Source: an optimization exercise on an open RTL-to-GDS flow (aim: small area). Production flows keep margins and buffers that such runs may drop.
In this exercise RTL edits were held to simulation tests only and were not proved equivalent to the original.
The clock port is modelled as an ideal driver, which makes a skipped or thinned clock tree look cheaper than it is; a real chip needs a root buffer or a tree.
No activity file was given, so power comes from the tool's default toggle rates.

==> flow/design.v <==
module lcd_rgb_colorbar (
    input clk,
    input rst_n,
    input  [23:0] lcd_rgb_i,
    output lcd_de,
    output [23:0] lcd_rgb_o,
    output lcd_bl,
    output lcd_rst,
    output lcd_hs,
    output lcd_vs
);
    wire run = (s != 3'd7);
    reg [1:0] pan;
    reg [2:0] s;
    reg [8:0] p;
    reg [0:0] vs;
    reg [9:0] q;
    wire [2:0] st = {lcd_rgb_i[7], lcd_rgb_i[15], lcd_rgb_i[23]};
    reg [1:0] pan_in;
    reg ok_in;
    always @(*) begin
        ok_in = 1'b1;
        case (st)
        3'b000: pan_in = 2'd2;
        3'b001: pan_in = 2'd3;
        3'b010: pan_in = 2'd0;
        3'b100: pan_in = 2'd3;
        3'b101: pan_in = 2'd1;
        default: begin pan_in = 2'bx; ok_in = 1'b0; end
        endcase
    end
    reg [8:0] p_in;
    reg [9:0] q_in;
    always @(*) begin
        case (pan_in)
        2'd0: begin p_in = 9'd144; q_in = 10'd364; end
        2'd1: begin p_in = 9'd219; q_in = 10'd520; end
        2'd2: begin p_in = 9'd402; q_in = 10'd17; end
        2'd3: begin p_in = 9'd355; q_in = 10'd359; end
        endcase
    end
    reg [2:0] s_nx;
    reg [8:0] p_ld;
    always @(*) begin
        case ({pan, s})
        5'b00_101: begin s_nx = 3'd4; p_ld = 9'd84; end
        5'b00_100: begin s_nx = 3'd0; p_ld = 9'd84; end
        5'b00_000: begin s_nx = 3'd1; p_ld = 9'd84; end
        5'b00_001: begin s_nx = 3'd3; p_ld = 9'd84; end
        5'b00_011: begin s_nx = 3'd6; p_ld = 9'd37; end
        5'b00_110: begin s_nx = 3'd5; p_ld = 9'd161; end
        5'b01_101: begin s_nx = 3'd4; p_ld = 9'd16; end
        5'b01_100: begin s_nx = 3'd0; p_ld = 9'd16; end
        5'b01_000: begin s_nx = 3'd1; p_ld = 9'd16; end
        5'b01_001: begin s_nx = 3'd3; p_ld = 9'd16; end
        5'b01_011: begin s_nx = 3'd6; p_ld = 9'd16; end
        5'b01_110: begin s_nx = 3'd5; p_ld = 9'd65; end
        5'b10_101: begin s_nx = 3'd4; p_ld = 9'd205; end
        5'b10_100: begin s_nx = 3'd0; p_ld = 9'd205; end
        5'b10_000: begin s_nx = 3'd1; p_ld = 9'd205; end
        5'b10_001: begin s_nx = 3'd3; p_ld = 9'd205; end
        5'b10_011: begin s_nx = 3'd6; p_ld = 9'd205; end
        5'b10_110: begin s_nx = 3'd5; p_ld = 9'd402; end
        5'b11_101: begin s_nx = 3'd4; p_ld = 9'd65; end
        5'b11_100: begin s_nx = 3'd0; p_ld = 9'd65; end
        5'b11_000: begin s_nx = 3'd1; p_ld = 9'd65; end
        5'b11_001: begin s_nx = 3'd3; p_ld = 9'd65; end
        5'b11_011: begin s_nx = 3'd6; p_ld = 9'd65; end
        5'b11_110: begin s_nx = 3'd5; p_ld = 9'd16; end
        default: begin s_nx = 3'bx; p_ld = 9'bx; end
        endcase
    end
    reg [0:0] vs_nx;
    reg [9:0] q_ld;
    always @(*) begin
        case ({pan, vs})
        3'b00_0: begin vs_nx = 1'd1; q_ld = 10'd492; end
        3'b00_1: begin vs_nx = 1'd0; q_ld = 10'd719; end
        3'b01_0: begin vs_nx = 1'd1; q_ld = 10'd984; end
        3'b01_1: begin vs_nx = 1'd0; q_ld = 10'd729; end
        3'b10_0: begin vs_nx = 1'd1; q_ld = 10'd647; end
        3'b10_1: begin vs_nx = 1'd0; q_ld = 10'd520; end
        3'b11_0: begin vs_nx = 1'd1; q_ld = 10'd757; end
        3'b11_1: begin vs_nx = 1'd0; q_ld = 10'd538; end
        default: begin vs_nx = 1'bx; q_ld = 10'bx; end
        endcase
    end
    wire pe = (p == 9'd320);
    wire qe = (q == 10'd608);
    wire le = pe && (s == 3'd5);   
    always @(posedge clk or negedge rst_n)
        if (!rst_n) s <= 3'd7;
        else if (!run) s <= 3'd5;
        else if (pe) s <= s_nx;
    always @(posedge clk) begin
        if (!run) begin
            pan <= pan_in;
            p   <= p_in;
            vs  <= 1'd0;
            q   <= ok_in ? q_in : 10'd0;
        end else begin
            if (pe) begin p <= p_ld; end
            else p <= {p[7:0], p[8] ^ p[3]};
            if (le) begin
                if (qe) begin vs <= vs_nx; q <= q_ld; end
                else q <= {q[8:0], q[9] ^ q[6]};
            end
        end
    end
    wire de = (vs == 1'd1) && (s == 3'd4 || s == 3'd0 || s == 3'd1 || s == 3'd3 || s == 3'd6);
    wire cr = de && (s == 3'd4 || s == 3'd1);
    wire cg = de && (s == 3'd4 || s == 3'd3);
    wire cb = de && (s == 3'd4 || s == 3'd6);
    assign lcd_de    = de;
    assign lcd_rgb_o = {{8{cr}}, {8{cg}}, {8{cb}}};
    assign lcd_bl  = 1'b1;
    assign lcd_rst = 1'b1;
    assign lcd_hs  = 1'b1;
    assign lcd_vs  = 1'b1;
endmodule
==> flow/config.mk <==
export PLATFORM = sky130hd
export DESIGN_NAME = lcd_rgb_colorbar
export DESIGN_NICKNAME = lcd_rgb_colorbar
export VERILOG_FILES = /design/flow/design.v
export SDC_FILE = /design/flow/constraint.sdc
export NUM_CORES = 4
export LEC_CHECK = 0
export CAP_MARGIN = 20
export CORE_MARGIN = 2
export CORE_UTILIZATION = 40
export SLEW_MARGIN = 20
==> flow/constraint.sdc <==
create_clock -name core_clock -period 12.5 [get_ports {clk}]
set_input_delay 2.5000 -clock core_clock [delete_from_list [all_inputs] [get_ports {clk}]]
set_output_delay 2.5000 -clock core_clock [all_outputs]
set_load 0.01 [all_outputs]
standard.sh (not shown) runs the stock make flow with config.mk's settings and CLKGATE_MAP_FILE= SYNTH_SCRIPT=/design/flow/synth_recipe.tcl, a recipe that flattens the netlist after the stock synthesis.
==> flow/flow/run.sh <==
#!/bin/bash
# Own layout flow: the standard ORFS flow with these changes.
#  1. Synthesis is synth_recipe.tcl unchanged except that ABC maps the logic
#     with an area-oriented script (flow/abc_area.script); registers are
#     mapped before ABC, so they are the standard synthesis's.
#  2. Port buffers are sky130_fd_sc_hd__buf_1 (buffer_ports -buffer_cell).
#  3. CTS builds the clock tree from clkbuf_8 buffers, without dummy loads.
#  4. After CTS the root clock buffer is removed when it only drives the
#     few leaf buffers, which the clock port then drives (flow/post_cts.tcl).
# Each tool's full output is kept in a log file in this folder.
set -euo pipefail
W=$(pwd)
F=$W/flow
{ echo "set ::own_abc_script $F/abc_area.script"; cat "$F/abc_hook.tcl" "$W/synth_recipe.tcl"; } > "$W/own_synth.tcl"
sed "s#SYNTH_SCRIPT=[^ ]*#SYNTH_SCRIPT=$W/own_synth.tcl ADDER_MAP_FILE=#" "$W/standard.sh" > "$W/own_standard.sh"
export BUFFER_PORTS_ARGS="-buffer_cell sky130_fd_sc_hd__buf_1"
export CTS_ARGS="-sink_clustering_enable -repair_clock_nets -dont_use_dummy_load -buf_list sky130_fd_sc_hd__clkbuf_8"
export POST_CTS_TCL="$F/post_cts.tcl"
bash "$W/own_standard.sh" synth > "$W/log_synth.txt" 2>&1
bash "$W/own_standard.sh" finish > "$W/log_layout.txt" 2>&1
test -f "$W/out/final.def"
==> flow/flow/abc_area.script <==
strash
&get -n
&deepsyn -T 20
&put
dch -f
amap
topo
==> flow/flow/abc_hook.tcl <==
# Replace the ABC script that ORFS's synth.tcl passes to yosys abc.
proc abc {args} {
  set out {}
  set skip 0
  foreach a $args {
    if {$skip} { set skip 0; continue }
    if {$a eq "-script"} { set skip 1; continue }
    lappend out $a
  }
  yosys abc -script $::own_abc_script {*}$out
}
Other scripts of this flow, unchanged in this note and not shown: flow/flow/post_cts.tcl
==> next run, changes <==
==> flow/flow/run.sh (replaced) <==
#!/bin/bash
# Own layout flow: the standard ORFS flow with these changes.
#  1. Synthesis is synth_recipe.tcl unchanged except for ABC's logic mapping:
#     flow/abc_hook.tcl maps the logic with each flow/abc*.script and keeps
#     the smallest result. Registers are mapped before ABC, so they are the
#     standard synthesis's.
#  2. Port buffers are sky130_fd_sc_hd__buf_1 (buffer_ports -buffer_cell).
#  3. CTS builds the clock tree from clkbuf_8 buffers, without dummy loads.
#  4. After CTS the root clock buffer is removed when it only drives the
#     few leaf buffers, which the clock port then drives (flow/post_cts.tcl).
#  5. One tie cell drives all the constant outputs (SKIP_REPAIR_TIE_FANOUT).
#  6. Global placement is not timing driven (the clock period leaves ample
#     slack), and Yosys's port buffers are removed at floorplan instead.
# Each tool's full output is kept in a log file in this folder.
set -euo pipefail
W=$(pwd)
F=$W/flow
{ echo "set ::own_abc_scripts [lsort [glob $F/abc*.script]]"; echo "set ::own_abc_stat $W/own_abc_stat.txt"; cat "$F/abc_hook.tcl" "$W/synth_recipe.tcl"; } > "$W/own_synth.tcl"
sed "s#SYNTH_SCRIPT=[^ ]*#SYNTH_SCRIPT=$W/own_synth.tcl ADDER_MAP_FILE=#" "$W/standard.sh" > "$W/own_standard.sh"
export BUFFER_PORTS_ARGS="-buffer_cell sky130_fd_sc_hd__buf_1"
export CTS_ARGS="-sink_clustering_enable -repair_clock_nets -dont_use_dummy_load -buf_list sky130_fd_sc_hd__clkbuf_8"
export POST_CTS_TCL="$F/post_cts.tcl"
export SKIP_REPAIR_TIE_FANOUT=1
export GPL_TIMING_DRIVEN=0
export REMOVE_ABC_BUFFERS=1
bash "$W/own_standard.sh" synth > "$W/log_synth.txt" 2>&1
bash "$W/own_standard.sh" finish > "$W/log_layout.txt" 2>&1
test -f "$W/out/final.def"
==> flow/flow/abc1.script (new file) <==
strash
&get -n
&deepsyn -T 20
&put
dch -f
amap
topo
==> flow/flow/abc2.script (new file) <==
strash
&get -n
&deepsyn -T 20 -S 7
&put
dch -f
map -a
topo
==> flow/flow/abc3.script (new file) <==
strash
dc2
balance; rewrite; refactor; balance; rewrite; rewrite -z; balance; refactor -z; rewrite -z; balance
dc2
balance; rewrite; refactor; balance; rewrite; rewrite -z; balance; refactor -z; rewrite -z; balance
dch -f
amap
topo
==> flow/flow/abc4.script (new file) <==
strash
&get -n
&deepsyn -T 20 -S 13
&put
dch -f
amap
topo
==> flow/flow/abc_hook.tcl (replaced) <==
# Replace the ABC step of ORFS's synth.tcl: map the logic with each script in
# ::own_abc_scripts and keep the smallest result (registers are not touched:
# they are mapped before ABC runs).
proc abc {args} {
  set out {}
  set skip 0
  set lib ""
  set prev ""
  foreach a $args {
    if {$skip} { set skip 0; continue }
    if {$a eq "-script"} { set skip 1; continue }
    if {$prev eq "-liberty" && $lib eq ""} { set lib $a }
    set prev $a
    lappend out $a
  }
  yosys design -save own_pre_abc
  set best_area 1e30
  set best_script ""
  foreach scr $::own_abc_scripts {
    yosys design -load own_pre_abc
    yosys abc -script $scr {*}$out
    yosys tee -q -o $::own_abc_stat stat -liberty $lib
    set fh [open $::own_abc_stat r]; set txt [read $fh]; close $fh
    if {[regexp {Chip area for module[^:]*:\s*([0-9.]+)} $txt -> area]} {
      puts "own_abc: $scr -> $area"
      if {$area < $best_area} {
        set best_area $area
        set best_script $scr
        yosys design -save own_best_abc
      }
    }
  }
  puts "own_abc: kept $best_script ($best_area)"
  yosys design -load own_best_abc
}
removed: flow/flow/abc_area.script
After rerunning: The new run produced a clean layout; cell count went down slightly; design area fell slightly; non-clock buffer count does not change; synthesized area does not change; power barely changes; clock-buffer cell count stays the same; setup slack degrades by 0.023 ns; first-iteration DRC count went up by well over a third; synthesized cell count does not change.

[re-timing with driven ports]
Ports are ideal in the flow. The routed layouts listed here were re-timed in OpenROAD.
Step 1: set_driving_cell puts a clkbuf_16 on clk and a buf_2 on each other input, an assumption about the parent block.
Step 2 moves the port delays by t, midway between the first and last clock arrival at a register: inputs arrive t later, outputs are due t later. That takes back most of the time a late clock gives input paths.
a / b / c = ideal ports / drivers / drivers and shift; a / b = the first two.
| run | t (ns) | setup slack, ns | worst slew at a driven data input, ns |
|---|---|---|---|
| the first run | 0.170 | 8.469 / 8.440 / 8.610 | 0.03 |
| the second run | 0.172 | 8.446 / 8.414 / 8.587 | 0.03 |
After both steps setup and hold are still met in every run listed.
